Context: an optimization exercise on an open-source flow, tuned for small area. The choices shown serve that exercise and are no tape-out recipe. RTL that was checked went through simulation tests only; none was proved equivalent to the original. The RTL of run 7 was laid out without a check of its function. Power and IR drop assume default switching activity. The flow treats the clock pin as an ideal source, which a real chip does not have.

==> design/flow/flow/run.sh <==
#!/bin/bash
# The standard layout, with two changes: port buffers use the smallest
# buffer cell, and clock tree synthesis inserts no dummy loads.
set -euo pipefail
export BUFFER_PORTS_ARGS="-buffer_cell sky130_fd_sc_hd__buf_1"
export CTS_ARGS="-sink_clustering_enable -repair_clock_nets -dont_use_dummy_load -buf_list sky130_fd_sc_hd__clkbuf_16 -sink_clustering_size 30 -sink_clustering_max_diameter 80"
bash standard.sh > standard.log 2>&1
==> design/flow/standard.sh <==
#!/bin/bash
# synth_recipe.tcl (not shown) runs the flow's synth.tcl, then flattens the netlist and writes it again
# the make line also repeats each setting of config.mk as NAME=value (left out here)
make -C /OpenROAD-flow-scripts/flow DESIGN_CONFIG=/design/flow/config.mk WORK_HOME=/design/flow/orfs CLKGATE_MAP_FILE= SYNTH_SCRIPT=/design/flow/synth_recipe.tcl "${@:-finish}"
==> design/flow/config.mk <==
export PLATFORM = sky130hd
export DESIGN_NAME = ospi_flash
export DESIGN_NICKNAME = ospi_flash
export VERILOG_FILES = /design/flow/design.v
export SDC_FILE = /design/flow/constraint.sdc
export NUM_CORES = 8
export LEC_CHECK = 0
export CAP_MARGIN = 40
export CORE_MARGIN = 2
export CORE_UTILIZATION = 75
export CTS_BUF_LIST = sky130_fd_sc_hd__clkbuf_16
export CTS_CLUSTER_DIAMETER = 80
export CTS_CLUSTER_SIZE = 30
export PLACE_DENSITY = 0.85
export SLEW_MARGIN = 40
export SYNTH_HIERARCHICAL = 1
export SYNTH_MINIMUM_KEEP_SIZE = 0
==> design/flow/constraint.sdc <==
create_clock -name core_clock -period 14.0 [get_ports {clk}]
set_input_delay 2.8000 -clock core_clock [delete_from_list [all_inputs] [get_ports {clk}]]
set_output_delay 2.8000 -clock core_clock [all_outputs]
set_load 0.01 [all_outputs]
==> design/flow/design.v <==
module ospi_flash(
    input wire clk,
    output wire [7:0] OSPI_IO_out,
    output wire OSPI_IO_oe,
    input wire OSPI_CS,
    input wire reset_n,
    input wire write_enable,
    input wire read_enable,
    input wire erase_enable,
    input wire [7:0] data_in,
    input wire [23:0] address,
    output reg [7:0] data_out,
    input wire HOLD_N,
    input wire [1:0] mode
);
    reg hold_active;
    reg ph;                        
    reg [7:0] st [0:255];          
    wire [7:0] a = address[7:0];
    wire act = !hold_active && !OSPI_CS;
    wire we  = reset_n && act && (write_enable || erase_enable);
    wire [7:0] wd = we ? ((erase_enable ? 8'hFF : data_in) ^ {8{ph}}) : 8'hFF;
    wire [15:0] pa, pb, pan, pbwn;
    genvar i, j, b;
    generate
        for (i = 0; i < 16; i = i + 1) begin : g_pre
            assign pa[i]   = (a[3:0] == i);
            assign pb[i]   = (a[7:4] == i);
            assign pan[i]  = ~pa[i];
            assign pbwn[i] = ~(we & pb[i]);
        end
    endgenerate
    wire [255:0] sn, w;
    wire [7:0] nx [0:255];
    wire [7:0] hit [0:127];
    generate
        for (j = 0; j < 16; j = j + 1) begin : g_hi
            for (i = 0; i < 16; i = i + 1) begin : g_lo
                localparam integer R = 16 * j + i;
                ospi_nand2 u_sn (.a(pa[i]), .b(pb[j]), .y(sn[R]));
                ospi_nor2  u_w  (.a(pan[i]), .b(pbwn[j]), .y(w[R]));
                for (b = 0; b < 8; b = b + 1) begin : g_bit
                    ospi_oai22 u_nx (.a1(st[R][b]), .a2(w[R]), .b1(wd[b]), .b2(sn[R]), .y(nx[R][b]));
                end
                always @(posedge clk)
                    st[R] <= nx[R];
            end
        end
        for (i = 0; i < 128; i = i + 1) begin : g_pair
            for (b = 0; b < 8; b = b + 1) begin : g_bit
                ospi_oai22 u_hit (.a1(st[2*i][b]), .a2(sn[2*i]), .b1(st[2*i+1][b]), .b2(sn[2*i+1]), .y(hit[i][b]));
            end
        end
    endgenerate
    wire [7:0] l2 [0:7];
    wire [7:0] sel;
    generate
        for (b = 0; b < 8; b = b + 1) begin : g_or
            for (i = 0; i < 8; i = i + 1) begin : g_l2
                ospi_or16 u (.x({hit[16*i+15][b], hit[16*i+14][b], hit[16*i+13][b], hit[16*i+12][b],
                                 hit[16*i+11][b], hit[16*i+10][b], hit[16*i+9][b],  hit[16*i+8][b],
                                 hit[16*i+7][b],  hit[16*i+6][b],  hit[16*i+5][b],  hit[16*i+4][b],
                                 hit[16*i+3][b],  hit[16*i+2][b],  hit[16*i+1][b],  hit[16*i][b]}),
                             .y(l2[i][b]));
            end
            ospi_or8 u_l3 (.x({l2[7][b], l2[6][b], l2[5][b], l2[4][b], l2[3][b], l2[2][b], l2[1][b], l2[0][b]}),
                           .y(sel[b]));
        end
    endgenerate
    wire [7:0] d = sel ^ {8{~ph}};
    always @(posedge clk)
        ph <= ~ph;
    always @(posedge clk or negedge reset_n) begin
        if (!reset_n) begin
            data_out <= 8'hFF;
            hold_active <= 1'b0;
        end else begin
            hold_active <= !HOLD_N;
            if (act && read_enable)
                data_out <= d;
        end
    end
    assign OSPI_IO_oe = act && read_enable;
    reg [7:0] perm;
    always @(*) begin
        case (mode)
            2'b00: perm = d;
            2'b01: perm = {d[3:0], d[7:4]};
            2'b10: perm = {d[1:0], d[3:2], d[5:4], d[7:6]};
            default: perm = {d[0], d[1], d[2], d[3], d[4], d[5], d[6], d[7]};
        endcase
    end
    assign OSPI_IO_out = OSPI_IO_oe ? perm : 8'h00;
endmodule
module ospi_oai22(input wire a1, input wire a2, input wire b1, input wire b2, output wire y);
    assign y = ~((a1 | a2) & (b1 | b2));
endmodule
module ospi_nand2(input wire a, input wire b, output wire y);
    assign y = ~(a & b);
endmodule
module ospi_nor2(input wire a, input wire b, output wire y);
    assign y = ~(a | b);
endmodule
module ospi_or16(input wire [15:0] x, output wire y);
    assign y = |x;
endmodule
module ospi_or8(input wire [7:0] x, output wire y);
    assign y = |x;
endmodule
==> impl_results.md, run 1 <==
- Status: timing/DRC/antenna clean
- Worst hold path cell count: 1
- Hold Path Origin: st[129][3]
- Number of global-route vias before repair: 54168
- Vias per cell: 7.93
- Largest net degree at the start of global routing: 167
- Post-synthesis cell count: 6161
- WL final: 211000 um
- Endpoints failing hold: 0
- R2r setup slk: 10.36 ns
- Relative slew slack: 30.2%
- Clock buffer depth: 3
- Yosys reg bits: 2058
- CTS Buf Count: 78
- Finished Layout Cells: 7525
- Initial antenna violation count: 17
- Drt pass-1 iters: 8
- Commonest non-fill, non-tap cells in the layout: o22ai_1 (3072), dfxtp_1 (2049), nand2_1 (272)
- Worst Max-Slew Pin Slew: 1.04 ns
- Postcts setup bufs: 0
- Cell leakage power: 26.2 nW
- Worst clock skew: 0.0326 ns
- CTS tree: built
- Leading cell type in the layout, fill and taps excluded: o22ai_1
- Critical R2R Capture: st[197][4]
- Core area: 86800 um^2
- Initial Util: 75.7%
- Max Cap Viol: 0
- CP max FO: 16
- # DRC: 0
- Peak supply drop: 0.142 mV
- Die Ht: 300 um
- Placed insts: 7424
- Area growth syn-to-layout: 7.25%
- Endpoints failing setup: 0
- Clock latency (worst-skew pair): 0.69 ns
- Asr flop ratio synth: 0.437%
- Fill cells: 5460
- Fin nets: 6396
- Fin crit share: 78.2%
- CTS Hold Bufs: 0
- Final GP Congestion: 0.950
- Clock Sinks: 2058
- CTS resizes: 0
- Grt ovf: 0
- Crit path kind: in -> out
- Critical path endpoint category: output port
- Area of the multi-input gates: 24600 um^2
- IO Pins: 58
- CTS Root Buffer Type: clkbuf_16
- Synth warnings: 9
- Worst R2R Path Depth: 7
- Antenna-violating nets left: 0
- Register area share after synthesis: 62.8%
- First-pass GRT wire length: 315000 um
- H-tree depth: 3
- Hold_ws: 0.447 ns
- Critical Path RT: 11.20 ns
- Net Count, Synth: 6202
- Number of cell rows: 108
- Crit path from: address[2]
- Total GRT Usage: 44.8%
- Hold EP: st[129][3]
- DP Wirelength: 131000 um
- RSZ-0062 raised after global routing: no
- Final Util: 81.2%
- Clock slew at reported path FFs: 0.07 ns
- Top_reg_cell synth: dfxtp_1
- Layout cell share with drive strength beyond 1: 3.75%
- P per Cell Area: 129 nW/um^2
- Min cycle time layout: 10.95 ns
- Routed WL per cell: 28.0 um
- HP Class: reg -> reg
- Register area: 41300 um^2
- EDFF count, synth: 0
- Setup TNS: 0 ns
- IO buf count: 41
- Die width: 300 um
- Crit path DAT: 8.15 ns
- Worst R2R Start: ph
- Distinct cells, synth: 28
- Post-Syn Area: 65700 um^2
- Mean area per synthesized cell: 10.7 um^2
- Number of DRC markers in iteration 0: 8152
- Critical Path Start Type: primary input
- Die area: 90000 um^2
- Vias: 59685
- Max frequency: 91.3 MHz
- Final count of pins violating max slew: 0
[per-stage QoR]
step	power (mW)	area, um^2	setup WS (ns)
final	9.08	70500	3.05
after global routing	9.28	70400	3.07
after CTS	9.04	70300	3.09
after detailed placement	6.47	68300	3.11
after global placement	6.45	67900	3.03
after floorplan	6.32	65700	1.33
[layer usage]
metal	vias to the layer above	part of all wire, %	GRT usage [%]
li1	26325	-	-
met1	28477	37	59.1
met2	3881	43	65.4
met3	982	13	12.1
met4	20	7.5	29.0
met5	-	0.067	0
[worst max path at each step]
| stage | to | slack (ns) | cells after the start |
|---|---|---|---|
| 6_report | OSPI_IO_out[5] | 3.05 | 13 |
| 3_3_place_gp | OSPI_IO_out[7] | 3.03 | 13 |
| 4_1_cts | OSPI_IO_out[5] | 3.09 | 13 |
| 2_1_floorplan | st[0][0] | 1.33 | 5 |
| 5_1_grt | OSPI_IO_out[4] | 3.07 | 13 |
| 3_5_place_dp | OSPI_IO_out[5] | 3.11 | 13 |
[per-module statistics from Yosys (local to each module, per instance)]
module	flops+latches	area [um^2]	cells	copies in the design
ospi_oai22	0	6.26	1	3072
ospi_or8	0	16.3	3	8
ospi_flash	2058	42400	2233	1
ospi_or16	0	31.3	5	64
ospi_nand2	0	3.75	1	256
ospi_nor2	0	3.75	1	256
[logic make-up (layout without fill, tap and decap cells)]
group                     after synthesis  count (layout)  synth area share [%]
AOI/OAI and AO/OA                    3089            3089                  29.4
DFF                                  2058            2058                  62.8
and+or+nand+nor                       956             956                  6.96
buffers and inverters                  26             218                 0.173
muxes                                  24              24                 0.533
xor gates and xnor gates                8               8                 0.107
other                                   0              17                     0
[final cells by class]
class / instances / area share (%)
antenna: 17 / 0.0604
inverter: 4 / 0.0213
timing repair buffer: 136 / 1.60
clock buffer: 78 / 2.77
sequential: 2058 / 58.5
tap: 1155 / 2.05
multi-input combinational: 4077 / 35.0
[sequential cells by signal, summed over array words and instances (netlist names)]
| name | count |
|---|---|
| ph | 1 |
| hold_active | 1 |
| data_out | 8 |
| st | 2048 |
[where the power goes]
| part | internal [mW] | switching [mW] |
|---|---|---|
| registers | 5.95 | 0.0515 |
| logic | 0.121 | 0.239 |
| clock network | 1.01 | 1.70 |
[critical path: stages]
cell	delay, ns
clkbuf_2	0.35
nand2b_1	0.40
nor3_2	0.16
buf_4	0.32
nand2_1	0.52
o22ai_1	0.19
nor4_1	0.80
nand4_1	0.45
nor4_2	0.74
nand2_1	0.43
mux4_2	0.56
mux2i_1	0.20
buf_1	0.17
[synth_stat cells (9+ instances only)]
cell | n | share of area [%]
nand4_1 | 81 | 0.77
dfxtp_1 | 2049 | 62
nand2_1 | 276 | 1.6
nor2_1 | 278 | 1.6
clkbuf_1 | 13 | 0.074
o22ai_1 | 3072 | 29
nor4_1 | 274 | 2.6
o21a_1 | 9 | 0.10
nor3_1 | 20 | 0.15
==> run 2, diff against run 1 <==
--- a/design/flow/config.mk
+++ b/design/flow/config.mk
@@ -7,3 +7,3 @@
 export LEC_CHECK = 0
-export CAP_MARGIN = 40
+export CAP_MARGIN = 25
 export CORE_MARGIN = 2
@@ -13,4 +13,5 @@
 export CTS_CLUSTER_SIZE = 30
+export GPL_ROUTABILITY_DRIVEN = 0
 export PLACE_DENSITY = 0.85
-export SLEW_MARGIN = 40
+export SLEW_MARGIN = 25
 export SYNTH_HIERARCHICAL = 1
==> impl_results.md, run 2 <==
- Status: timing/DRC/antenna clean (unchanged)
- Synth Area in Simple Gates: 6.96% (unchanged)
- Total power: 9.06 mW (was 9.08 mW)
- Commonest cells in the netlist: o22ai_1 (3072), dfxtp_1 (2049), nor2_1 (278) (unchanged)
- Cell leakage power: 26.1 nW (was 26.2 nW)
- Asr flop ratio synth: 0.437% (unchanged)
- Initial Util: 75.7% (unchanged)
- Max frequency: 86.0 MHz (was 91.3 MHz)
- Register area share after synthesis: 62.8% (unchanged)
- Compound-Gate Fraction of Synth Area: 29.4% (unchanged)
- Crit path DAT: 8.83 ns (was 8.15 ns)
- Top-count cell post-synth: o22ai_1 (unchanged)
- Mean area per synthesized cell: 10.7 um^2 (unchanged)
- Crit path kind: in -> out (unchanged)
- Initial antenna violation count: 14 (was 17)
- Gate power share: 3.9% (was 4.0%)
- Endpoints failing setup: 0 (unchanged)
- CTS Buf Count: 78 (unchanged)
- Biggest area consumer among synthesized cells: dfxtp_1 (unchanged)
- Number of cell rows: 108 (unchanged)
- Area growth syn-to-layout: 7.03% (was 7.25%)
- Worst hold path cell count: 1 (unchanged)
- Top reg by flops: st (unchanged)
- Number of DRC markers in iteration 0: 8258 (was 8152)
- Top Registers: st (2048), data_out (8) (unchanged)
- Seq pwr share: 66.3% (was 66.2%)
- RSZ-0062 raised after global routing: no (unchanged)
- Critical Path Start Type: primary input (unchanged)
- Grt ovf: 0 (unchanged)
- Number of global-route vias before repair: 55124 (was 54168)
- Clock latency (worst-skew pair): 0.69 ns (about the same)
- Worst clock skew: 0.0307 ns (was 0.0326 ns)
- CTS resizes: 0 (unchanged)
- Vias per cell: 7.96 (was 7.93)
- Postcts setup bufs: 0 (unchanged)
- Max Cap Viol: 0 (unchanged)
- Top cell type's share of synthesized area: 62.4% (unchanged)
- Final count of pins violating max slew: 0 (unchanged)
- Total GRT Usage: 45.2% (was 44.8%)
- # DRC: 0 (unchanged)
- Die width: 300 um (unchanged)
- Die Ht: 300 um (unchanged)
- Min cycle time layout: 11.63 ns (was 10.95 ns)
- Antenna-violating nets left: 0 (unchanged)
- Setup TNS: 0 ns (unchanged)
- First-pass GRT wire length: 319000 um (was 315000 um)
- Sw Share: 21.8% (was 21.9%)
- WL final: 212000 um (was 211000 um)
- Routed WL per cell: 28.3 um (was 28.0 um)
- Endpoints failing hold: 0 (unchanged)
- Die area: 90000 um^2 (unchanged)
- HP Class: reg -> reg (unchanged)
- Clock power share: 29.8% (was 29.9%)
- CTS Root Buffer Type: clkbuf_16 (unchanged)
- Largest family of logic cells by synthesized area: compound AO/OA/AOI/OAI gates (unchanged)
- Peak supply drop: 0.151 mV (was 0.142 mV)
- Largest net degree at the start of global routing: 203 (was 167)
- Cell-internal power: 7.08 mW (was 7.09 mW)
- Synth warnings: 9 (unchanged)
- Critical path endpoint category: output port (unchanged)
- Net switching power figure: 1.98 mW (was 1.99 mW)
- R2r setup slk: 10.10 ns (was 10.36 ns)
- Top post-synthesis cells by area: dfxtp_1 (62%), o22ai_1 (29%), nor4_1 (2.6%) (unchanged)
- Top_reg_cell synth: dfxtp_1 (unchanged)
- Drt pass-1 iters: 8 (unchanged)
- Worst R2R Path Depth: 7 (unchanged)
- CTS tree: built (unchanged)
- Commonest non-fill, non-tap cells in the layout: o22ai_1 (3072), dfxtp_1 (2049), nand2_1 (274) (was o22ai_1 (3072), dfxtp_1 (2049), nand2_1 (272))
- CP max FO: 16 (unchanged)
- P per Cell Area: 129 nW/um^2 (about the same)
- Worst Max-Slew Pin Slew: 1.26 ns (was 1.04 ns)
- Clock Sinks: 2058 (unchanged)
- Adder and majority gate portion of the synthesized area: 0% (unchanged)
- Net Count, Synth: 6202 (unchanged)
- Relative slew slack: 15.2% (was 30.2%)
- DP Wirelength: 131000 um (about the same)
- Max reg flops: 2048 (unchanged)
- Post-synthesis cell count: 6161 (unchanged)
- Distinct cells, synth: 28 (unchanged)
- Clock buffer depth: 3 (unchanged)
- IO Pins: 58 (unchanged)
- Hold Path Origin: st[180][7] (was st[129][3])
- Yosys reg bits: 2058 (unchanged)
- Clock slew at reported path FFs: 0.10 ns (was 0.07 ns)
- Vias: 59801 (was 59685)
- CTS Hold Bufs: 0 (unchanged)
- Post-Syn Area: 65700 um^2 (unchanged)
- Core area: 86800 um^2 (unchanged)
- Critical Path RT: 11.20 ns (about the same)
- IO buf count: 41 (unchanged)
- Layout cell share with drive strength beyond 1: 3.47% (was 3.75%)
- Leading cell type in the layout, fill and taps excluded: o22ai_1 (unchanged)
- Synth Area in XOR/XNOR: 0.107% (unchanged)
- Fin nets: 6388 (was 6396)
- Worst R2R Start: ph (unchanged)
- EDFF count, synth: 0 (unchanged)
- Critical R2R Capture: st[122][4] (was st[197][4])
- Hold EP: st[180][7] (was st[129][3])
- Multiplexer area fraction after synthesis: 0.533% (unchanged)
- Fin crit share: 83.0% (was 78.2%)
- H-tree depth: 3 (unchanged)
[run 2: cell count changes in the layout (fill, tap and decap cells not counted), moves of 3 or more]
| cell | change |
|---|---|
| buf_4 | -8 |
| nand3_4 | -3 |
| buf_1 | +3 |
| nand3_2 | +3 |
| nor4_2 | -3 |
| nor4_1 | +4 |
| clkbuf_2 | -3 |
[run 2: area by class of cell]
type,instances,area (um^2)
clock buffers,78,1950
diodes,17,42.5
well taps,1155,1450
fillers,5451,16400
multi-input cells,4077,24500
flip-flops and latches,2058,41300
repair buffers,128,1080
inverters,4,15.0
[run 2: worst max-delay path: stages]
cell and delay (ns):
buf_1 0.59, nand2b_1 0.43, nor3_2 0.12, buf_4 0.35, nand2_1 0.49, o22ai_1 0.17, nor4_1 0.75, nand4_1 0.48
nor4_1 1.07, nand2_1 0.51, mux4_2 0.62, mux2i_1 0.21, buf_1 0.18
[run 2: kinds of logic (layout without fill, tap and decap cells)]
| family | Yosys count | after routing |
|---|---|---|
| AOI/OAI and AO/OA | 3089 | 3089 |
| DFF | 2058 | 2058 |
| and+or+nand+nor | 956 | 956 |
| buffers and inverters | 26 | 210 |
| muxes | 24 | 24 |
| xor gates and xnor gates | 8 | 8 |
| other | 0 | 17 |
[run 2: how the worst max path moves through the flow]
stage            startpoint              to  slack, ns  depth (start not counted)
2_1_floorplan  erase_enable        st[0][0]       1.33                          5
3_3_place_gp     address[2]  OSPI_IO_out[4]       3.06                         13
3_5_place_dp     address[2]  OSPI_IO_out[6]       2.97                         13
4_1_cts          address[2]  OSPI_IO_out[6]       2.97                         13
5_1_grt          address[3]  OSPI_IO_out[6]       2.67                         13
6_report         address[2]  OSPI_IO_out[6]       2.37                         13
[run 2: per-module statistics from Yosys (local to each module, per instance)]
module / cell area [um^2] / times used / cells inside / flip-flops and latches
ospi_flash: 42400 / 1 / 2233 / 2058
ospi_nand2: 3.75 / 256 / 1 / 0
ospi_nor2: 3.75 / 256 / 1 / 0
ospi_oai22: 6.26 / 3072 / 1 / 0
ospi_or16: 31.3 / 64 / 5 / 0
ospi_or8: 16.3 / 8 / 3 / 0
[run 2: layer usage]
layer | vias to the layer above | GRT usage [%] | share of wire [%]
met2 | 3990 | 67.0 | 43
met5 | - | 0 | 0.017
met3 | 976 | 11.5 | 13
li1 | 26327 | - | -
met1 | 28502 | 59.3 | 37
met4 | 6 | 29.0 | 7.4
[run 2: stage by stage]
stage	worst slack [ns]	instance area [um^2]	utilization (%)	std cells	hold slack [ns]
2_1_floorplan	1.33	65700	-	6161	0.422
3_3_place_gp	3.06	68000	78.3	7403	0.429
3_5_place_dp	2.97	68200	78.6	7413	0.438
4_1_cts	2.97	70100	80.8	7491	0.450
5_1_grt	2.67	70300	81.0	7505	0.460
6_report	2.37	70300	81.1	7517	0.449
[run 2: power groups by stage]
stage / sequential [mW] / combinational, mW / clock (mW)
3_5_place_dp: 6.14 / 0.333 / 0
2_1_floorplan: 6.13 / 0.190 / 0
6_report: 6.01 / 0.357 / 2.70
3_3_place_gp: 6.13 / 0.319 / 0
4_1_cts: 6.00 / 0.334 / 2.69
5_1_grt: 6.02 / 0.360 / 2.89
==> run 3, diff against run 2 <==
--- a/design/flow/config.mk
+++ b/design/flow/config.mk
@@ -13,3 +13,2 @@
 export CTS_CLUSTER_SIZE = 30
-export GPL_ROUTABILITY_DRIVEN = 0
 export PLACE_DENSITY = 0.85
==> impl_results.md, run 3 <==
- Endpoints failing hold: 0 (unchanged)
- CTS Root Buffer Type: clkbuf_16 (unchanged)
- Critical Path Slowest Stage Cell: nor4_2 (was nor4_1)
- Number of global-route vias before repair: 53924 (was 55124)
- Clock power share: 29.9% (was 29.8%)
- Peak supply drop: 0.132 mV (was 0.151 mV)
- Top-count cell post-synth: o22ai_1 (unchanged)
- CTS tree: built (unchanged)
- Top Registers: st (2048), data_out (8) (unchanged)
- Relative slew slack: 18.7% (was 15.2%)
- Critical Path Start Type: primary input (unchanged)
- Commonest non-fill, non-tap cells in the layout: o22ai_1 (3072), dfxtp_1 (2049), nand2_1 (274) (unchanged)
- Crit path DAT: 8.58 ns (was 8.83 ns)
- Biggest area consumer among synthesized cells: dfxtp_1 (unchanged)
- Max frequency: 87.9 MHz (was 86.0 MHz)
- HP Class: reg -> reg (unchanged)
- CP max FO: 17 (was 16)
- Leading cell type in the layout, fill and taps excluded: o22ai_1 (unchanged)
- Worst Max-Slew Pin Slew: 1.22 ns (was 1.26 ns)
- Postcts setup bufs: 0 (unchanged)
- Cell-internal power: 7.08 mW (about the same)
- Sw Share: 22.0% (was 21.8%)
- Setup TNS: 0 ns (unchanged)
- Layout cell share with drive strength beyond 1: 3.36% (was 3.47%)
- # DRC: 0 (unchanged)
- WL final: 212000 um (about the same)
- Clock buffer depth: 3 (unchanged)
- EDFF count, synth: 0 (unchanged)
- Register area share after synthesis: 62.8% (unchanged)
- Grt ovf: 0 (unchanged)
- Hold_ws: 0.445 ns (was 0.449 ns)
- Max reg flops: 2048 (unchanged)
- Largest net degree at the start of global routing: 196 (was 203)
- Worst path bufs/invs: 3 (unchanged)
- Fin nets: 6380 (was 6388)
- Area growth syn-to-layout: 6.76% (was 7.03%)
- Die Ht: 300 um (unchanged)
- RSZ-0062 raised after global routing: no (unchanged)
- CTS Buf Count: 78 (unchanged)
- P per Cell Area: 129 nW/um^2 (about the same)
- CTS Hold Bufs: 0 (unchanged)
- Number of DRC markers in iteration 0: 7998 (was 8258)
- Max incr delay on CP: 0.82 ns (was 1.07 ns)
- CP Cell Sequence: buf_1 > nand2b_1 > nor3_2 > buf_4 > nand2_1 > o22ai_1 > nor4_1 > nand4_1 > nor4_2 > nand2_1 > mux4_2 > mux2i_1 > buf_1 (was buf_1 > nand2b_1 > nor3_2 > buf_4 > nand2_1 > o22ai_1 > nor4_1 > nand4_1 > nor4_1 > nand2_1 > mux4_2 > mux2i_1 > buf_1)
- IO Pins: 58 (unchanged)
- Cell leakage power: 26.0 nW (was 26.1 nW)
- Seq pwr share: 66.1% (was 66.3%)
- Yosys reg bits: 2058 (unchanged)
- Initial antenna violation count: 16 (was 14)
- Total GRT Usage: 44.9% (was 45.2%)
- Net switching power figure: 2.00 mW (was 1.98 mW)
- Endpoints failing setup: 0 (unchanged)
- Min cycle time layout: 11.38 ns (was 11.63 ns)
- Gate power share: 3.9% (about the same)
- Asr flop ratio synth: 0.437% (unchanged)
- Worst clock skew: 0.0282 ns (was 0.0307 ns)
- Initial Util: 75.7% (unchanged)
- Final GP Congestion: 0.950
- Mean area per synthesized cell: 10.7 um^2 (unchanged)
- Status: timing/DRC/antenna clean (unchanged)
- Crit path max-delay family: simple AND/OR/NAND/NOR gates (unchanged)
- Crit path kind: in -> out (unchanged)
- IO buf count: 41 (unchanged)
- DP Wirelength: 130000 um (was 131000 um)
- Critical Path RT: 11.20 ns (about the same)
- Number of cell rows: 108 (unchanged)
- Max Cap Viol: 0 (unchanged)
- Routed WL per cell: 28.2 um (was 28.3 um)
- CTS resizes: 0 (unchanged)
- Antenna-violating nets left: 0 (unchanged)
- R2r setup slk: 9.88 ns (was 10.10 ns)
- Drt pass-1 iters: 8 (unchanged)
- Top cell type's share of synthesized area: 62.4% (unchanged)
- Die area: 90000 um^2 (unchanged)
- Commonest cells in the netlist: o22ai_1 (3072), dfxtp_1 (2049), nor2_1 (278) (unchanged)
- Vias per cell: 7.95 (was 7.96)
- Synth warnings: 9 (unchanged)
- Total power: 9.08 mW (was 9.06 mW)
- Final count of pins violating max slew: 0 (unchanged)
- Fin crit share: 81.3% (was 83.0%)
- Post-Syn Area: 65700 um^2 (unchanged)
- Net Count, Synth: 6202 (unchanged)
- First-pass GRT wire length: 316000 um (was 319000 um)
- Clock latency (worst-skew pair): 0.69 ns (about the same)
- Top_reg_cell synth: dfxtp_1 (unchanged)
- Clock Sinks: 2058 (unchanged)
- Clock slew at reported path FFs: 0.08 ns (was 0.10 ns)
- H-tree depth: 3 (unchanged)
- Top post-synthesis cells by area: dfxtp_1 (62%), o22ai_1 (29%), nor4_1 (2.6%) (unchanged)
- Core area: 86800 um^2 (unchanged)
- Top reg by flops: st (unchanged)
- Critical path endpoint category: output port (unchanged)
- Post-synthesis cell count: 6161 (unchanged)
- Die width: 300 um (unchanged)
- Vias: 59694 (was 59801)
- Distinct cells, synth: 28 (unchanged)
[run 3: cell counts after synthesis]
No cell type changed its count.
[run 3: final cells by class]
class,count,area (um^2)
timing repair buffer,120,897
fill,5508,16600
antenna,13,32.5
clock buffer,78,1950
tap,1155,1450
inverter,4,15.0
multi-input combinational,4077,24600
sequential,2058,41300
[run 3: cell families (layout without fill, tap and decap cells)]
logic type | Yosys count | count (layout) | synth area share (%)
buffers and inverters | 26 | 202 | 0.173
AO/OA/AOI/OAI | 3089 | 3089 | 29.4
flip-flops | 2058 | 2058 | 62.8
XOR/XNOR | 8 | 8 | 0.107
AND/OR/NAND/NOR | 956 | 956 | 6.96
other | 0 | 13 | 0
multiplexers | 24 | 24 | 0.533
[run 3: final timing paths]
path | cells past startpoint | startpoint | end
min in group asynchronous | 1 | reset_n | hold_active
max in group asynchronous | 1 | reset_n | data_out[6]
hold reg to reg | 1 | st[131][6] | st[131][6]
hold / removal | 1 | st[131][6] | st[131][6]
setup reg to reg | 8 | ph | st[89][0]
setup / recovery | 13 | address[2] | OSPI_IO_out[5]
[run 3: power groups by stage]
stage          Sequential [mW]  Clock [mW]  Combinational [mW]
2_1_floorplan             6.13           0               0.190
3_3_place_gp              6.13           0               0.319
3_5_place_dp              6.14           0               0.331
4_1_cts                   6.00        2.69               0.333
5_1_grt                   6.02        2.91               0.359
6_report                  6.01        2.72               0.358
[run 3: per-stage QoR]
stage	setup WS [ns]	cell area, um^2	std cells	util, %
2_1_floorplan	1.33	65700	6161	-
3_3_place_gp	3.03	67900	7403	78.3
3_5_place_dp	2.78	68100	7409	78.5
4_1_cts	2.75	70000	7487	80.7
5_1_grt	2.80	70100	7496	80.8
6_report	2.62	70200	7505	80.9
[run 3: Yosys stat by module, one instance, submodules excluded]
module      cell area (um^2)  cells  copies in the design  flip-flops and latches
ospi_or8                16.3      3                     8                       0
ospi_nor2               3.75      1                   256                       0
ospi_nand2              3.75      1                   256                       0
ospi_oai22              6.26      1                  3072                       0
ospi_flash             42400   2233                     1                    2058
ospi_or16               31.3      5                    64                       0
[run 3: worst register-to-register path: stages (launching register included)]
cell and delay (ns):
dfxtp_1 0.36, buf_4 0.30, nor3_1 0.11, o211ai_1 0.19, buf_4 0.87, buf_4 0.98, buf_4 0.65, buf_16 0.33
o22ai_1 0.19
[run 3: routing by layer]
layer	global-route usage [%]	wire (um)	up-vias
li1	-	-	26300
met1	58.6	77600	28487
met2	66.5	90500	3911
met3	12.6	27500	976
met4	27.6	15900	20
met5	0	126	-
==> run 4, diff against run 3 <==
--- a/design/flow/config.mk
+++ b/design/flow/config.mk
@@ -9,3 +9,3 @@
 export CORE_MARGIN = 2
-export CORE_UTILIZATION = 75
+export CORE_UTILIZATION = 80
 export CTS_BUF_LIST = sky130_fd_sc_hd__clkbuf_16
@@ -13,3 +13,3 @@
 export CTS_CLUSTER_SIZE = 30
-export PLACE_DENSITY = 0.85
+export PLACE_DENSITY = 0.9
 export SLEW_MARGIN = 25
==> impl_results.md, run 4 <==
- Status: timing/DRC/antenna clean (unchanged)
- WL final: 215000 um (was 212000 um)
- Fin crit share: 81.7% (was 81.3%)
- Die width: 291 um (was 300 um)
- H-tree depth: 3 (unchanged)
- Die area: 84400 um^2 (was 90000 um^2)
- Clock Sinks: 2058 (unchanged)
- CTS Hold Bufs: 0 (unchanged)
- Min cycle time layout: 11.44 ns (was 11.38 ns)
- IO buf count: 41 (unchanged)
- Clock latency (worst-skew pair): 0.69 ns (about the same)
- Endpoints failing hold: 0 (unchanged)
- IO Pins: 58 (unchanged)
- Vias: 60981 (was 59694)
- Top cell type's share of synthesized area: 62.4% (unchanged)
- Worst clock skew: 0.0419 ns (was 0.0282 ns)
- Top reg by flops: st (unchanged)
- Number of cell rows: 105 (was 108)
- Worst Max-Slew Pin Slew: 1.30 ns (was 1.22 ns)
- CTS resizes: 0 (unchanged)
- Relative slew slack: 13.2% (was 18.7%)
- Dpl ws: 2.71 ns (was 2.78 ns)
- Register area share after synthesis: 62.8% (unchanged)
- Crit path kind: in -> out (unchanged)
- Synth warnings: 9 (unchanged)
- EDFF count, synth: 0 (unchanged)
- Yosys reg bits: 2058 (unchanged)
- Max Cap Viol: 0 (unchanged)
- Biggest area consumer among synthesized cells: dfxtp_1 (unchanged)
- CP Cell Sequence: buf_1 > nand2b_1 > nor3_2 > buf_4 > nand2_1 > o22ai_1 > nor4_1 > nand4_1 > nor4_2 > nand2_1 > mux4_2 > mux2i_1 > buf_1 (unchanged)
- Crit path DAT: 8.64 ns (was 8.58 ns)
- First-pass GRT wire length: 324000 um (was 316000 um)
- Crit path max-delay family: simple AND/OR/NAND/NOR gates (unchanged)
- Max frequency: 87.4 MHz (was 87.9 MHz)
- Worst path bufs/invs: 3 (unchanged)
- HP Class: reg -> reg (unchanged)
- DP Wirelength: 129000 um (was 130000 um)
- Mean area per synthesized cell: 10.7 um^2 (unchanged)
- Cell leakage power: 26.0 nW (about the same)
- Endpoints failing setup: 0 (unchanged)
- Core area: 81700 um^2 (was 86800 um^2)
- Final GP Congestion: 0.988 (was 0.950)
- CTS Buf Count: 78 (unchanged)
- Asr flop ratio synth: 0.437% (unchanged)
- Total GRT Usage: 48.6% (was 44.9%)
- Net Count, Synth: 6202 (unchanged)
- CP max FO: 16 (was 17)
- Setup TNS: 0 ns (unchanged)
- CTS tree: built (unchanged)
- Initial Util: 80.4% (was 75.7%)
- Vias per cell: 8.23 (was 7.95)
- Post-synthesis cell count: 6161 (unchanged)
- Fin nets: 6374 (was 6380)
- Top Registers: st (2048), data_out (8) (unchanged)
- Fill cells: 4371 (was 5508)
- Clock slew at reported path FFs: 0.07 ns (was 0.08 ns)
- Max reg flops: 2048 (unchanged)
- Top_reg_cell synth: dfxtp_1 (unchanged)
- Drt pass-1 iters: 8 (unchanged)
- Area growth syn-to-layout: 6.55% (was 6.76%)
- Leading cell type in the layout, fill and taps excluded: o22ai_1 (unchanged)
- Die Ht: 291 um (was 300 um)
- Commonest non-fill, non-tap cells in the layout: o22ai_1 (3072), dfxtp_1 (2049), nand2_1 (276) (was o22ai_1 (3072), dfxtp_1 (2049), nand2_1 (274))
- Initial antenna violation count: 7 (was 16)
- Critical path endpoint category: output port (unchanged)
- P per Cell Area: 130 nW/um^2 (was 129 nW/um^2)
- Top post-synthesis cells by area: dfxtp_1 (62%), o22ai_1 (29%), nor4_1 (2.6%) (unchanged)
- Number of DRC markers in iteration 0: 8278 (was 7998)
- Critical Path Slowest Stage Cell: nor4_1 (was nor4_2)
- Largest net degree at the start of global routing: 199 (was 196)
- Number of global-route vias before repair: 56070 (was 53924)
- Post-Syn Area: 65700 um^2 (unchanged)
- Top-count cell post-synth: o22ai_1 (unchanged)
- Postcts setup bufs: 0 (unchanged)
- Critical Path Start Type: primary input (unchanged)
- Peak supply drop: 0.127 mV (was 0.132 mV)
- Routed WL per cell: 29.0 um (was 28.2 um)
- CTS Root Buffer Type: clkbuf_16 (unchanged)
- Clock buffer depth: 3 (unchanged)
- Grt ovf: 0 (unchanged)
- Final WS setup: 2.56 ns (was 2.62 ns)
- Final count of pins violating max slew: 0 (unchanged)
- Max incr delay on CP: 0.79 ns (was 0.82 ns)
- Layout cell share with drive strength beyond 1: 3.25% (was 3.36%)
- # DRC: 0 (unchanged)
- Antenna-violating nets left: 0 (unchanged)
- Commonest cells in the netlist: o22ai_1 (3072), dfxtp_1 (2049), nor2_1 (278) (unchanged)
- Distinct cells, synth: 28 (unchanged)
- Critical Path RT: 11.20 ns (about the same)
- RSZ-0062 raised after global routing: no (unchanged)
[run 4: cell counts after synthesis]
No cell type changed its count.
[run 4: cell families (layout without fill, tap and decap cells)]
logic type	count (synthesis)	after routing	share of synthesized area (%)
AOI/OAI and AO/OA	3089	3089	29.4
xor gates and xnor gates	8	8	0.107
buffers and inverters	26	196	0.173
DFF	2058	2058	62.8
muxes	24	24	0.533
other	0	11	0
and+or+nand+nor	956	956	6.96
[run 4: cell type report]
cell class	count	area (um^2)	area share (%)
Sequential cell	2058	41300	58.9
Timing Repair Buffer	114	862	1.23
Clock buffer	78	1950	2.79
Multi-Input combinational cell	4077	24600	35.1
Antenna cell	11	27.5	0.0393
Tap cell	1070	1340	1.91
Inverter	4	15.0	0.0214
[run 4: path summary, 6_finish.rpt]
check / from / slack, ns / endpoint / depth (start not counted)
max: address[2] / 2.56 / OSPI_IO_out[6] / 13
min: st[144][5] / 0.45 / st[144][5] / 1
max reg2reg: ph / 10.24 / st[24][0] / 6
min reg2reg: st[144][5] / 0.45 / st[144][5] / 1
max in group asynchronous: reset_n / 11.57 / data_out[7] / 1
min in group asynchronous: reset_n / 2.06 / hold_active / 1
[run 4: power by group]
group	switching, mW	internal, mW
Combinational	0.242	0.117
Sequential	0.0542	5.95
Clock	1.70	1.01
[run 4: modules after synthesis, one instance, submodules excluded]
module      flops+latches  cells
ospi_oai22              0      1
ospi_nor2               0      1
ospi_nand2              0      1
ospi_flash           2058   2233
ospi_or8                0      3
ospi_or16               0      5
[run 4: metrics by stage]
step / cells / power [mW] / cell area (um^2) / hold slack (ns) / utilization [%]
after floorplan: 6161 / 6.32 / 65700 / 0.422 / -
after CTS: 7391 / 9.01 / 69800 / 0.448 / 85.4
after global routing: 7403 / 9.25 / 70000 / 0.460 / 85.7
after detailed placement: 7313 / 6.46 / 67800 / 0.438 / 83.0
after global placement: 7312 / 6.44 / 67800 / 0.430 / 83.0
final: 7412 / 9.07 / 70000 / 0.448 / 85.7
[run 4: layer usage]
metal	vias up	GRT usage [%]	share of wire (%)
met2	4696	70.6	42
li1	26249	-	-
met5	-	0.510	0.041
met4	8	35.0	8.7
met1	28813	61.4	35
met3	1215	15.6	14
==> run 5, diff against run 4 <==
--- a/design/flow/config.mk
+++ b/design/flow/config.mk
@@ -7,5 +7,5 @@
 export LEC_CHECK = 0
-export CAP_MARGIN = 25
+export CAP_MARGIN = 18
 export CORE_MARGIN = 2
-export CORE_UTILIZATION = 80
+export CORE_UTILIZATION = 75
 export CTS_BUF_LIST = sky130_fd_sc_hd__clkbuf_16
@@ -13,4 +13,4 @@
 export CTS_CLUSTER_SIZE = 30
-export PLACE_DENSITY = 0.9
-export SLEW_MARGIN = 25
+export PLACE_DENSITY = 0.85
+export SLEW_MARGIN = 18
 export SYNTH_HIERARCHICAL = 1
==> impl_results.md, run 5 <==
- Vias per cell: 7.92 (was 8.23)
- Finished Layout Cells: 7502 (was 7412)
- WL final: 211000 um (was 215000 um)
- Status: timing/DRC/antenna clean (unchanged)
- Max reg flops: 2048 (unchanged)
- Top_reg_cell synth: dfxtp_1 (unchanged)
- Distinct cells, synth: 28 (unchanged)
- Worst clock skew: 0.0525 ns (was 0.0419 ns)
- Area after DPL: 67900 um^2 (was 67800 um^2)
- CTS Root Buffer Type: clkbuf_16 (unchanged)
- Peak supply drop: 0.128 mV (was 0.127 mV)
- Die area: 90000 um^2 (was 84400 um^2)
- Antenna-violating nets left: 0 (unchanged)
- DP Wirelength: 129000 um (about the same)
- Max incr delay on CP: 1.12 ns (was 0.79 ns)
- HP Class: reg -> reg (unchanged)
- H-tree depth: 3 (unchanged)
- Final Util: 80.7% (was 85.7%)
- Min cycle time layout: 11.75 ns (was 11.44 ns)
- Post-route cell area: 70000 um^2 (about the same)
- Crit path DAT: 8.95 ns (was 8.64 ns)
- EDFF count, synth: 0 (unchanged)
- Post-Syn Area: 65700 um^2 (unchanged)
- Number of cell rows: 108 (was 105)
- Grt ovf: 0 (unchanged)
- Max frequency: 85.1 MHz (was 87.4 MHz)
- Clock latency (worst-skew pair): 0.69 ns (about the same)
- # DRC: 0 (unchanged)
- R2r setup slk: 9.81 ns (was 10.24 ns)
- Die Ht: 300 um (was 291 um)
- Cell leakage power: 25.9 nW (was 26.0 nW)
- Commonest non-fill, non-tap cells in the layout: o22ai_1 (3072), dfxtp_1 (2049), nand2_1 (274) (was o22ai_1 (3072), dfxtp_1 (2049), nand2_1 (276))
- Mean area per synthesized cell: 10.7 um^2 (unchanged)
- Layout cell share with drive strength beyond 1: 3.19% (was 3.25%)
- Fin crit share: 83.9% (was 81.7%)
- IO Pins: 58 (unchanged)
- CTS Buf Count: 78 (unchanged)
- Vias: 59453 (was 60981)
- Worst R2R Start: ph (unchanged)
- Initial Util: 75.7% (was 80.4%)
- Initial antenna violation count: 18 (was 7)
- Total power: 9.06 mW (was 9.07 mW)
- IO buf count: 41 (unchanged)
- Clock buffer depth: 3 (unchanged)
- First-pass GRT wire length: 316000 um (was 324000 um)
- Routed WL per cell: 28.1 um (was 29.0 um)
- Postcts setup bufs: 0 (unchanged)
- Fin nets: 6372 (was 6374)
- Endpoints failing hold: 0 (unchanged)
- CP endpoint: OSPI_IO_out[5] (was OSPI_IO_out[6])
- Synth warnings: 9 (unchanged)
- Biggest area consumer among synthesized cells: dfxtp_1 (unchanged)
- Top cell type's share of synthesized area: 62.4% (unchanged)
- Critical Path Start Type: primary input (unchanged)
- CP max FO: 16 (unchanged)
- Largest net degree at the start of global routing: 196 (was 199)
- CTS tree: built (unchanged)
- Relative slew slack: 7.84% (was 13.2%)
- Final count of pins violating max slew: 0 (unchanged)
- Critical Path Slowest Stage Cell: nor4_1 (unchanged)
- Register area share after synthesis: 62.8% (unchanged)
- Hold_ws: 0.447 ns (was 0.448 ns)
- Top Registers: st (2048), data_out (8) (unchanged)
- Leading cell type in the layout, fill and taps excluded: o22ai_1 (unchanged)
- Fill cells: 5546 (was 4371)
- Crit path kind: in -> out (unchanged)
- Drt pass-1 iters: 9 (was 8)
- Final WS setup: 2.25 ns (was 2.56 ns)
- P per Cell Area: 129 nW/um^2 (was 130 nW/um^2)
- Crit path from: address[2] (unchanged)
- Number of global-route vias before repair: 54173 (was 56070)
- CP Cell Sequence: buf_1 > nand2b_1 > nor3_2 > buf_4 > nand2_1 > o22ai_1 > nor4_1 > nand4_1 > nor4_1 > nand2_1 > mux4_2 > mux2i_1 > buf_1 (was buf_1 > nand2b_1 > nor3_2 > buf_4 > nand2_1 > o22ai_1 > nor4_1 > nand4_1 > nor4_2 > nand2_1 > mux4_2 > mux2i_1 > buf_1)
- Placed insts: 7403 (was 7313)
- Max Cap Viol: 0 (unchanged)
- Total GRT Usage: 44.8% (was 48.6%)
- Area growth syn-to-layout: 6.58% (was 6.55%)
- CTS resizes: 0 (unchanged)
- Top post-synthesis cells by area: dfxtp_1 (62%), o22ai_1 (29%), nor4_1 (2.6%) (unchanged)
- Final GP Congestion: 0.950 (was 0.988)
- Commonest cells in the netlist: o22ai_1 (3072), dfxtp_1 (2049), nor2_1 (278) (unchanged)
- Worst Max-Slew Pin Slew: 1.37 ns (was 1.30 ns)
- Post-synthesis cell count: 6161 (unchanged)
- Top-count cell post-synth: o22ai_1 (unchanged)
- Critical path endpoint category: output port (unchanged)
- Yosys reg bits: 2058 (unchanged)
- Critical Path RT: 11.20 ns (about the same)
- Critical R2R Capture: st[255][4] (was st[24][0])
- Endpoints failing setup: 0 (unchanged)
- Net Count, Synth: 6202 (unchanged)
- Clock Sinks: 2058 (unchanged)
- Number of DRC markers in iteration 0: 8489 (was 8278)
- CTS Hold Bufs: 0 (unchanged)
- Dpl ws: 2.75 ns (was 2.71 ns)
- Setup TNS: 0 ns (unchanged)
- RSZ-0062 raised after global routing: no (unchanged)
- Core area: 86800 um^2 (was 81700 um^2)
- Asr flop ratio synth: 0.437% (unchanged)
- Worst R2R Path Depth: 7 (was 6)
- Die width: 300 um (was 291 um)
- Top reg by flops: st (unchanged)
- Clock slew at reported path FFs: 0.07 ns (about the same)
run 5: cell counts after synthesis:
No cell type changed its count.
run 5: logic make-up after synthesis:
logic type | Yosys count | share of synthesized area (%)
compound gates | 3089 | 29.4
xor+xnor | 8 | 0.107
buf+inv | 26 | 0.173
flops | 2058 | 62.8
mux | 24 | 0.533
simple gates | 956 | 6.96
run 5: critical path: cells and delay by family:
family	cells	cell delay, ns
buf+inv	3	1.14
simple gates	7	3.99
compound gates	1	0.18
mux	2	0.77
run 5: worst min path at each step:
stage          startpoint         end  slack (ns)  cells past startpoint
2_1_floorplan  st[101][0]  st[101][0]        0.42                      1
3_3_place_gp   st[249][5]  st[249][5]        0.43                      1
3_5_place_dp   st[203][4]  st[203][4]        0.44                      1
4_1_cts        st[129][4]  st[129][4]        0.45                      1
5_1_grt        st[130][5]  st[130][5]        0.46                      1
6_report       st[129][4]  st[129][4]        0.45                      1
run 5: area by class of cell:
| cell class | count | area, um^2 | share of cell area (%) |
|---|---|---|---|
| Antenna cell | 18 | 45.0 | 0.0643 |
| Clock buffer | 78 | 1950 | 2.79 |
| Inverter | 4 | 15.0 | 0.0214 |
| Multi-Input combinational cell | 4077 | 24500 | 35.0 |
| Sequential cell | 2058 | 41300 | 58.9 |
| Tap cell | 1155 | 1450 | 2.06 |
| Timing Repair Buffer | 112 | 785 | 1.12 |
run 5: per-module statistics from Yosys, one instance, submodules excluded:
module	times used	area, um^2	cells
ospi_flash	1	42400	2233
ospi_or16	64	31.3	5
ospi_or8	8	16.3	3
ospi_oai22	3072	6.26	1
ospi_nand2	256	3.75	1
ospi_nor2	256	3.75	1
run 5: power breakdown:
group / switching (mW) / internal, mW
Combinational: 0.236 / 0.117
Sequential: 0.0518 / 5.95
Clock: 1.69 / 1.01
Total: 1.98 / 7.08
run 5: layer usage:
layer  GRT usage [%]  vias to the layer above  wire [um]
li1                -                    26262          -
met5               0                        -        113
met3            12.3                      902      26600
met1            59.0                    28441      78300
met2            66.2                     3832      91000
met4            26.8                       16      14500
==> run 6, diff against run 5 <==
==> design/flow/flow/run.sh (replaced) <==
#!/bin/bash
# The standard layout, with three changes: port buffers use the smallest
# buffer cell, clock tree synthesis inserts no dummy loads, and power
# recovery downsizes gates that have timing slack to spare.
set -euo pipefail
export BUFFER_PORTS_ARGS="-buffer_cell sky130_fd_sc_hd__buf_1"
export CTS_ARGS="-sink_clustering_enable -repair_clock_nets -dont_use_dummy_load -buf_list sky130_fd_sc_hd__clkbuf_16 -sink_clustering_size 30 -sink_clustering_max_diameter 80"
export RECOVER_POWER=100
bash standard.sh > standard.log 2>&1
--- a/design/flow/config.mk
+++ b/design/flow/config.mk
@@ -7,3 +7,3 @@
 export LEC_CHECK = 0
-export CAP_MARGIN = 18
+export CAP_MARGIN = 25
 export CORE_MARGIN = 2
@@ -14,3 +14,3 @@
 export PLACE_DENSITY = 0.85
-export SLEW_MARGIN = 18
+export SLEW_MARGIN = 25
 export SYNTH_HIERARCHICAL = 1
==> impl_results.md, run 6 <==
- Status: complete, but fails checks (was timing/DRC/antenna clean)
- Failing Checks: max-capacitance violations, max-slew violations
- EDFF count, synth: 0 (unchanged)
- Critical Path Start Type: primary input (unchanged)
- Net Count, Synth: 6202 (unchanged)
- Critical Path Slowest Stage Cell: clkbuf_1 (was nor4_1)
- Top cell type's share of synthesized area: 62.4% (unchanged)
- Post-Syn Area: 65700 um^2 (unchanged)
- Most used cell, CP: clkbuf_1
- Max Cap Viol: 24 (was 0)
- Synth warnings: 9 (unchanged)
- Die Ht: 300 um (unchanged)
- Initial Util: 75.7% (unchanged)
- Sw Share: 22.0% (was 21.8%)
- Initial antenna violation count: 15 (was 18)
- Commonest non-fill, non-tap cells in the layout: o22ai_1 (3072), dfxtp_1 (2049), nand2_1 (274) (unchanged)
- CTS Buf Count: 78 (unchanged)
- CTS resizes: 0 (unchanged)
- Gate power share: 3.9% (about the same)
- Max reg flops: 2048 (unchanged)
- Critical path endpoint category: register (was output port)
- HP Class: reg -> reg (unchanged)
- Relative slew slack: -543% (was 7.84%)
- Biggest area consumer among synthesized cells: dfxtp_1 (unchanged)
- Routed WL per cell: 28.2 um (was 28.1 um)
- Clock power share: 29.9% (was 29.8%)
- CTS Hold Bufs: 0 (unchanged)
- Final GP Congestion: 0.950 (unchanged)
- Endpoints failing setup: 0 (unchanged)
- CTS tree: built (unchanged)
- Net switching power figure: 1.99 mW (was 1.98 mW)
- Antenna-violating nets left: 0 (unchanged)
- Clock buffer depth: 3 (unchanged)
- Die area: 90000 um^2 (unchanged)
- Crit path max-delay family: buffers and inverters (was simple AND/OR/NAND/NOR gates)
- CP Cell Sequence: clkbuf_1 > o21a_1 > o211ai_1 > clkbuf_1 > clkbuf_1 > clkbuf_1 > buf_16 > o22ai_1 (was buf_1 > nand2b_1 > nor3_2 > buf_4 > nand2_1 > o22ai_1 > nor4_1 > nand4_1 > nor4_1 > nand2_1 > mux4_2 > mux2i_1 > buf_1)
- Seq pwr share: 66.2% (was 66.3%)
- Leading cell type in the layout, fill and taps excluded: o22ai_1 (unchanged)
- Fin nets: 6380 (was 6372)
- Max frequency: 79.8 MHz (was 85.1 MHz)
- Critical Path RT: 14.53 ns (was 11.20 ns)
- Mean area per synthesized cell: 10.7 um^2 (unchanged)
- CP max FO: 87 (was 16)
- Commonest cells in the netlist: o22ai_1 (3072), dfxtp_1 (2049), nor2_1 (278) (unchanged)
- Number of cell rows: 108 (unchanged)
- Worst path bufs/invs: 5 (was 3)
- RSZ-0062 raised after global routing: no (unchanged)
- Core area: 86800 um^2 (unchanged)
- Endpoints failing hold: 0 (unchanged)
- Finished Layout Cells: 7507 (was 7502)
- Asr flop ratio synth: 0.437% (unchanged)
- Drt pass-1 iters: 10 (was 9)
- IO Pins: 58 (unchanged)
- Vias per cell: 7.94 (was 7.92)
- Worst R2R Path Depth: 8 (was 7)
- Max incr delay on CP: 3.31 ns (was 1.12 ns)
- Top reg by flops: st (unchanged)
- Setup TNS: 0 ns (unchanged)
- Total GRT Usage: 44.9% (was 44.8%)
- Top post-synthesis cells by area: dfxtp_1 (62%), o22ai_1 (29%), nor4_1 (2.6%) (unchanged)
- Area after DPL: 68100 um^2 (was 67900 um^2)
- Worst hold path cell count: 1 (unchanged)
- Crit path kind: in -> reg (was in -> out)
- Post-synthesis cell count: 6161 (unchanged)
- # DRC: 0 (unchanged)
- Fin crit share: 89.6% (was 83.9%)
- Min cycle time layout: 12.54 ns (was 11.75 ns)
- Die width: 300 um (unchanged)
- P per Cell Area: 130 nW/um^2 (was 129 nW/um^2)
- Distinct cells, synth: 28 (unchanged)
- Cell leakage power: 25.9 nW (about the same)
- Top-count cell post-synth: o22ai_1 (unchanged)
- DP Wirelength: 130000 um (was 129000 um)
- Fill cells: 5569 (was 5546)
- Clock slew at reported path FFs: 0.10 ns (was 0.07 ns)
- Clock Sinks: 2058 (unchanged)
- Hold_ws: 0.445 ns (was 0.447 ns)
- Top_reg_cell synth: dfxtp_1 (unchanged)
- Vias: 59575 (was 59453)
- Final count of pins violating max slew: 1853 (was 0)
- Area growth syn-to-layout: 6.40% (was 6.58%)
- Number of global-route vias before repair: 53924 (was 54173)
- Layout cell share with drive strength beyond 1: 2.75% (was 3.19%)
- WL final: 211000 um (about the same)
- Grt ovf: 0 (unchanged)
- Peak supply drop: 0.132 mV (was 0.128 mV)
- Post-route cell area: 69900 um^2 (was 70000 um^2)
- H-tree depth: 3 (unchanged)
- Placed insts: 7409 (was 7403)
- Number of DRC markers in iteration 0: 8072 (was 8489)
- Worst Max-Slew Pin Slew: 9.64 ns (was 1.37 ns)
- Yosys reg bits: 2058 (unchanged)
- Cell-internal power: 7.08 mW (about the same)
- Largest net degree at the start of global routing: 196 (unchanged)
- Worst clock skew: 0.0246 ns (was 0.0525 ns)
- Critical path depth in cells: 8 (was 13)
- Register area share after synthesis: 62.8% (unchanged)
- First-pass GRT wire length: 316000 um (about the same)
- Clock latency (worst-skew pair): 0.69 ns (about the same)
- Crit path DAT: 13.07 ns (was 8.95 ns)
- Top Registers: st (2048), data_out (8) (unchanged)
- CTS Root Buffer Type: clkbuf_16 (unchanged)
- Postcts setup bufs: 0 (unchanged)
- IO buf count: 41 (unchanged)
-- run 6: cell counts after synthesis --
No cell type changed its count.
-- run 6: modules after synthesis (local to each module, per instance) --
module      cell area, um^2  flops+latches  copies in the design  cells
ospi_or8               16.3              0                     8      3
ospi_oai22             6.26              0                  3072      1
ospi_nand2             3.75              0                   256      1
ospi_flash            42400           2058                     1   2233
ospi_or16              31.3              0                    64      5
ospi_nor2              3.75              0                   256      1
-- run 6: final timing paths --
kind	from	end	slack, ns
max	erase_enable	st[89][0]	1.46
max in group asynchronous	reset_n	data_out[1]	11.58
min reg2reg	st[130][5]	st[130][5]	0.45
min in group asynchronous	reset_n	hold_active	2.06
min	st[130][5]	st[130][5]	0.45
max reg2reg	ph	st[89][0]	3.22
-- run 6: power by group through the flow --
stage / logic (mW) / registers, mW / clock network (mW)
final: 0.356 / 6.01 / 2.71
after global routing: 0.357 / 6.02 / 2.91
after CTS: 0.333 / 6.00 / 2.69
after detailed placement: 0.331 / 6.14 / 0
after global placement: 0.319 / 6.13 / 0
after floorplan: 0.190 / 6.13 / 0
-- run 6: cell type report --
type	instances	area (um^2)	share of cell area, %
diodes	15	37.5	0.0537
clock buffers	78	1950	2.79
inverters	4	15.0	0.0215
multi-input cells	4077	24500	35.1
flip-flops and latches	2058	41300	59.0
well taps	1155	1450	2.07
repair buffers	120	697	0.997
-- run 6: per-stage QoR --
step | util [%] | worst slack [ns] | total power, mW
global placement | 78.3 | 3.03 | 6.45
CTS | 80.7 | 2.75 | 9.03
floorplan | - | 1.33 | 6.32
global route | 80.6 | 1.41 | 9.28
finish | 80.6 | 1.46 | 9.07
detailed placement | 78.5 | 2.78 | 6.47
-- run 6: kinds of logic after synthesis --
kind of cell           synth area share (%)
AND/OR/NAND/NOR                        6.96
buffers and inverters                 0.173
multiplexers                          0.533
AO/OA/AOI/OAI                          29.4
flip-flops                             62.8
XOR/XNOR                              0.107
-- run 6: metal layers --
layer,up-vias,wire (um),track usage (%)
met3,951,27900,12.6
met2,3908,91100,66.5
li1,26277,-,-
met5,-,54,0
met4,10,15300,27.6
met1,28429,77100,58.6
==> run 7, diff against run 6 <==
--- a/design/flow/design.v
+++ b/design/flow/design.v
@@ -83,12 +83,14 @@
     assign OSPI_IO_oe = act && read_enable;
-    reg [7:0] perm;
-    always @(*) begin
-        case (mode)
-            2'b00: perm = d;
-            2'b01: perm = {d[3:0], d[7:4]};
-            2'b10: perm = {d[1:0], d[3:2], d[5:4], d[7:6]};
-            default: perm = {d[0], d[1], d[2], d[3], d[4], d[5], d[6], d[7]};
-        endcase
-    end
-    assign OSPI_IO_out = OSPI_IO_oe ? perm : 8'h00;
+    wire [3:0] m;
+    wire [7:0] p1 = {d[3:0], d[7:4]};
+    wire [7:0] p2 = {d[1:0], d[3:2], d[5:4], d[7:6]};
+    wire [7:0] p3 = {d[0], d[1], d[2], d[3], d[4], d[5], d[6], d[7]};
+    generate
+        for (i = 0; i < 4; i = i + 1) begin : g_mode
+            assign m[i] = OSPI_IO_oe && (mode == i);
+        end
+        for (b = 0; b < 8; b = b + 1) begin : g_out
+            ospi_ao4 u_o (.d({p3[b], p2[b], p1[b], d[b]}), .e(m), .y(OSPI_IO_out[b]));
+        end
+    endgenerate
 endmodule
@@ -109 +111,4 @@
 endmodule
+module ospi_ao4(input wire [3:0] d, input wire [3:0] e, output wire y);
+    assign y = |(d & e);
+endmodule
==> design/flow/flow/run.sh (replaced) <==
#!/bin/bash
# The standard layout, with two changes: port buffers use the smallest
# buffer cell, and clock tree synthesis inserts no dummy loads.
set -euo pipefail
export BUFFER_PORTS_ARGS="-buffer_cell sky130_fd_sc_hd__buf_1"
export CTS_ARGS="-sink_clustering_enable -repair_clock_nets -dont_use_dummy_load -buf_list sky130_fd_sc_hd__clkbuf_16 -sink_clustering_size 30 -sink_clustering_max_diameter 80"
bash standard.sh > standard.log 2>&1
--- a/design/flow/config.mk
+++ b/design/flow/config.mk
@@ -7,5 +7,5 @@
 export LEC_CHECK = 0
-export CAP_MARGIN = 25
+export CAP_MARGIN = 18
 export CORE_MARGIN = 2
-export CORE_UTILIZATION = 75
+export CORE_UTILIZATION = 80
 export CTS_BUF_LIST = sky130_fd_sc_hd__clkbuf_16
@@ -13,4 +13,4 @@
 export CTS_CLUSTER_SIZE = 30
-export PLACE_DENSITY = 0.85
-export SLEW_MARGIN = 25
+export PLACE_DENSITY = 0.9
+export SLEW_MARGIN = 18
 export SYNTH_HIERARCHICAL = 1
==> impl_results.md, run 7 <==
- Status: timing/DRC/antenna clean (was complete, but fails checks)
- Post-synthesis cell count: 6167 (was 6161)
- First-pass GRT wire length: 321000 um (was 316000 um)
- Clock latency (worst-skew pair): 0.69 ns (about the same)
- Critical path endpoint category: output port (was register)
- Setup TNS: 0 ns (unchanged)
- Fin crit share: 80.7% (was 89.6%)
- Die area: 84400 um^2 (was 90000 um^2)
- Biggest area consumer among synthesized cells: dfxtp_1 (unchanged)
- Commonest non-fill, non-tap cells in the layout: o22ai_1 (3072), dfxtp_1 (2049), nand2_1 (282) (was o22ai_1 (3072), dfxtp_1 (2049), nand2_1 (274))
- Synth warnings: 9 (unchanged)
- Endpoints failing hold: 0 (unchanged)
- Crit path max-delay family: simple AND/OR/NAND/NOR gates (was buffers and inverters)
- Total GRT Usage: 48.2% (was 44.9%)
- Max reg flops: 2048 (unchanged)
- Clock Sinks: 2058 (unchanged)
- Antenna-violating nets left: 0 (unchanged)
- Relative slew slack: 12.0% (was -543%)
- Top Registers: st (2048), data_out (8) (unchanged)
- Critical Path Slowest Stage Cell: nor4_1 (was clkbuf_1)
- Routed WL per cell: 28.6 um (was 28.2 um)
- Max incr delay on CP: 0.93 ns (was 3.31 ns)
- Top-count cell post-synth: o22ai_1 (unchanged)
- H-tree depth: 3 (unchanged)
- Top_reg_cell synth: dfxtp_1 (unchanged)
- CTS Root Buffer Type: clkbuf_16 (unchanged)
- Critical Path RT: 11.20 ns (was 14.53 ns)
- Most used cell, CP: nand2_1 (was clkbuf_1)
- Top cell type's share of synthesized area: 62.5% (was 62.4%)
- Post-Syn Area: 65700 um^2 (about the same)
- Asr flop ratio synth: 0.437% (unchanged)
- IO buf count: 41 (unchanged)
- Worst path bufs/invs: 3 (was 5)
- Max Cap Viol: 0 (was 24)
- RSZ-0062 raised after global routing: no (unchanged)
- Critical Path Start Type: primary input (unchanged)
- Distinct cells, synth: 30 (was 28)
- HP Class: reg -> reg (unchanged)
- Crit path kind: in -> out (was in -> reg)
- Mean area per synthesized cell: 10.6 um^2 (was 10.7 um^2)
- CTS tree: built (unchanged)
- P per Cell Area: 130 nW/um^2 (about the same)
- Worst Max-Slew Pin Slew: 1.31 ns (was 9.64 ns)
- CP max FO: 16 (was 87)
- Vias: 60582 (was 59575)
- Max frequency: 88.5 MHz (was 79.8 MHz)
- Register area: 41300 um^2 (unchanged)
- Final count of pins violating max slew: 0 (was 1853)
- Number of cell rows: 105 (was 108)
- Die width: 290 um (was 300 um)
- Met2 Usage GRT: 69.5% (was 66.5%)
- Top Usage Layer GRT: met2 (unchanged)
- Initial Util: 80.4% (was 75.7%)
- Peak supply drop: 0.150 mV (was 0.132 mV)
- # DRC: 0 (unchanged)
- Drt pass-1 iters: 12 (was 10)
- Layout cell share with drive strength beyond 1: 3.08% (was 2.75%)
- CTS Hold Bufs: 0 (unchanged)
- CP Cell Sequence: buf_1 > nand2b_1 > nor3_2 > buf_4 > nand2_1 > o22ai_1 > nor4_1 > nand4_1 > nor4_1 > nand2_1 > xnor2_1 > a22oi_1 > nand2_1 > buf_1 (was clkbuf_1 > o21a_1 > o211ai_1 > clkbuf_1 > clkbuf_1 > clkbuf_1 > buf_16 > o22ai_1)
- Grt ovf: 0 (unchanged)
- Met3 usage: 14.0% (was 12.6%)
- Core area: 81700 um^2 (was 86800 um^2)
- CTS Buf Count: 78 (unchanged)
- Initial antenna violation count: 15 (unchanged)
- Register area share after synthesis: 62.8% (about the same)
- Postcts setup bufs: 0 (unchanged)
- Commonest cells in the netlist: o22ai_1 (3072), dfxtp_1 (2049), nand2_1 (284) (was o22ai_1 (3072), dfxtp_1 (2049), nor2_1 (278))
- Area of the multi-input gates: 24500 um^2 (about the same)
- Worst clock skew: 0.0328 ns (was 0.0246 ns)
- Hold_ws: 0.448 ns (was 0.445 ns)
- Leading cell type in the layout, fill and taps excluded: o22ai_1 (unchanged)
- Top reg by flops: st (unchanged)
- Number of global-route vias before repair: 55238 (was 53924)
- IO Pins: 58 (unchanged)
- DP Wirelength: 128000 um (was 130000 um)
- CTS resizes: 0 (unchanged)
- Cell leakage power: 25.9 nW (about the same)
- Vias per cell: 8.16 (was 7.94)
- WL final: 212000 um (was 211000 um)
- Top post-synthesis cells by area: dfxtp_1 (62%), o22ai_1 (29%), nor4_1 (2.6%) (unchanged)
- Number of DRC markers in iteration 0: 8547 (was 8072)
- Min cycle time layout: 11.30 ns (was 12.54 ns)
- Net Count, Synth: 6208 (was 6202)
- Yosys reg bits: 2058 (unchanged)
- Fill cells: 4547 (was 5569)
- Met1 Usage GRT: 63.1% (was 58.6%)
- Final GP Congestion: 0.976 (was 0.950)
- Fin nets: 6376 (was 6380)
- Crit path DAT: 8.50 ns (was 13.07 ns)
- Die Ht: 290 um (was 300 um)
- EDFF count, synth: 0 (unchanged)
- Area growth syn-to-layout: 6.33% (was 6.40%)
- Clock buffer depth: 3 (unchanged)
- Clock slew at reported path FFs: 0.08 ns (was 0.10 ns)
- Endpoints failing setup: 0 (unchanged)
- Largest net degree at the start of global routing: 197 (was 196)
[run 7: cell count changes after synthesis, sizes merged, moves of 2 or more]
cell	delta
mux4	-8
buf	+4
nand4	-8
nand2	+8
nand3	+8
nor3b	+2
clkbuf	-10
and3b	+2
mux2i	-8
a22oi	+16
[run 7: worst reg2reg max path, delay by kind of cell (launching register included)]
family	cells	cell delay, ns
xor gates and xnor gates	1	0.48
and+or+nand+nor	4	2.53
AOI/OAI and AO/OA	1	0.10
DFF	1	0.36
muxes	1	0.24
[run 7: area by class of cell]
class                           count  share of cell area (%)
Timing Repair Buffer              104                    1.05
Inverter                            4                  0.0215
Clock buffer                       78                    2.80
Sequential cell                  2058                    59.1
Multi-Input combinational cell   4089                    35.1
Antenna cell                       18                  0.0645
Tap cell                         1070                    1.92
[run 7: through the flow]
stage	total power, mW	util [%]	cells	instance area [um^2]	setup slack [ns]
final	9.05	85.4	7421	69800	2.70
after CTS	8.99	85.3	7400	69700	3.26
after global placement	6.43	82.9	7322	67800	3.31
after detailed placement	6.45	82.9	7322	67800	3.28
after floorplan	6.31	-	6167	65700	1.43
after global routing	9.22	85.4	7403	69800	2.65
[run 7: Yosys stat by module, one instance, submodules excluded]
| module | cells inside | times used | area (um^2) | flip-flops and latches |
|---|---|---|---|---|
| ospi_flash | 2215 | 1 | 42200 | 2058 |
| ospi_nand2 | 1 | 256 | 3.75 | 0 |
| ospi_or8 | 3 | 8 | 16.3 | 0 |
| ospi_nor2 | 1 | 256 | 3.75 | 0 |
| ospi_or16 | 5 | 64 | 31.3 | 0 |
| ospi_ao4 | 3 | 8 | 18.8 | 0 |
| ospi_oai22 | 1 | 3072 | 6.26 | 0 |
[run 7: kinds of logic (layout without fill, tap and decap cells)]
logic type	count (synthesis)	after routing	synth area share (%)
buffers and inverters	20	186	0.166
AOI/OAI and AO/OA	3105	3105	29.6
and+or+nand+nor	968	968	7.08
xor gates and xnor gates	8	8	0.107
other	0	18	0
muxes	8	8	0.166
DFF	2058	2058	62.8
[run 7: metal layers]
| layer | vias up | part of all wire [%] |
|---|---|---|
| met5 | - | 0.098 |
| met4 | 12 | 8.4 |
| met1 | 28441 | 35 |
| met2 | 4644 | 42 |
| li1 | 26317 | - |
| met3 | 1168 | 14 |
[run 7: power by group]
group / leakage (nW) / switching [mW] / total [mW] / internal [mW]
clock network: 0.961 / 1.69 / 2.71 / 1.01
logic: 6.11 / 0.231 / 0.334 / 0.103
registers: 18.8 / 0.0540 / 6.01 / 5.95
[run 7: path summary, 6_finish.rpt]
kind	start	to	slack [ns]	cells after the start
hold / removal	st[18][4]	st[18][4]	0.45	1
setup / recovery	address[2]	OSPI_IO_out[6]	2.70	14
setup reg to reg	st[214][3]	data_out[3]	10.22	7
min in group asynchronous	reset_n	hold_active	2.10	1
hold reg to reg	st[18][4]	st[18][4]	0.45	1
max in group asynchronous	reset_n	data_out[5]	11.53	1

[static timing again, ports no longer ideal]
The results above use ideal ports. As a check the final layouts listed here were re-extracted and re-timed, cells and wires unchanged. Step 1: set_driving_cell puts a clkbuf_16 on clk and a buf_2 on each other input, an assumption about the parent block. Step 2 adds t to the input delays and takes it off the output delays; t is the mean of the earliest and latest rising clock arrival at the registers after step 1. Input paths then give back, and output paths get back, about the clock's delay inside the block. Slacks: ideal ports / drivers / drivers and shift; pairs: ideal ports / drivers.
run | shift t [ns] | setup WS [ns] | worst setup path at the end | latest minus earliest clock arrival (ns) | worst slew at a driven data input, ns
run 1 | 0.760 | 3.046 / 2.940 / 2.940 | input to output | 0.048 / 0.048 | 0.30
run 2 | 0.750 | 2.374 / 2.234 / 2.234 | input to output | 0.034 / 0.033 | 0.29
run 3 | 0.750 | 2.617 / 2.490 / 2.490 | input to output | 0.042 / 0.041 | 0.30
run 4 | 0.750 | 2.558 / 2.458 / 2.458 | input to output | 0.042 / 0.043 | 0.17
run 5 | 0.750 | 2.250 / 2.132 / 2.132 | input to output | 0.057 / 0.057 | 0.29
run 6 | 0.750 | 1.463 / 1.362 / 0.612 | input to register | 0.044 / 0.044 | 0.32
run 7 | 0.742 | 2.703 / 2.640 / 2.640 | input to output | 0.038 / 0.038 | 0.13
The setup slack of run 6, which loses most, moves by -0.101 ns with the drivers and by -0.851 ns with both steps.
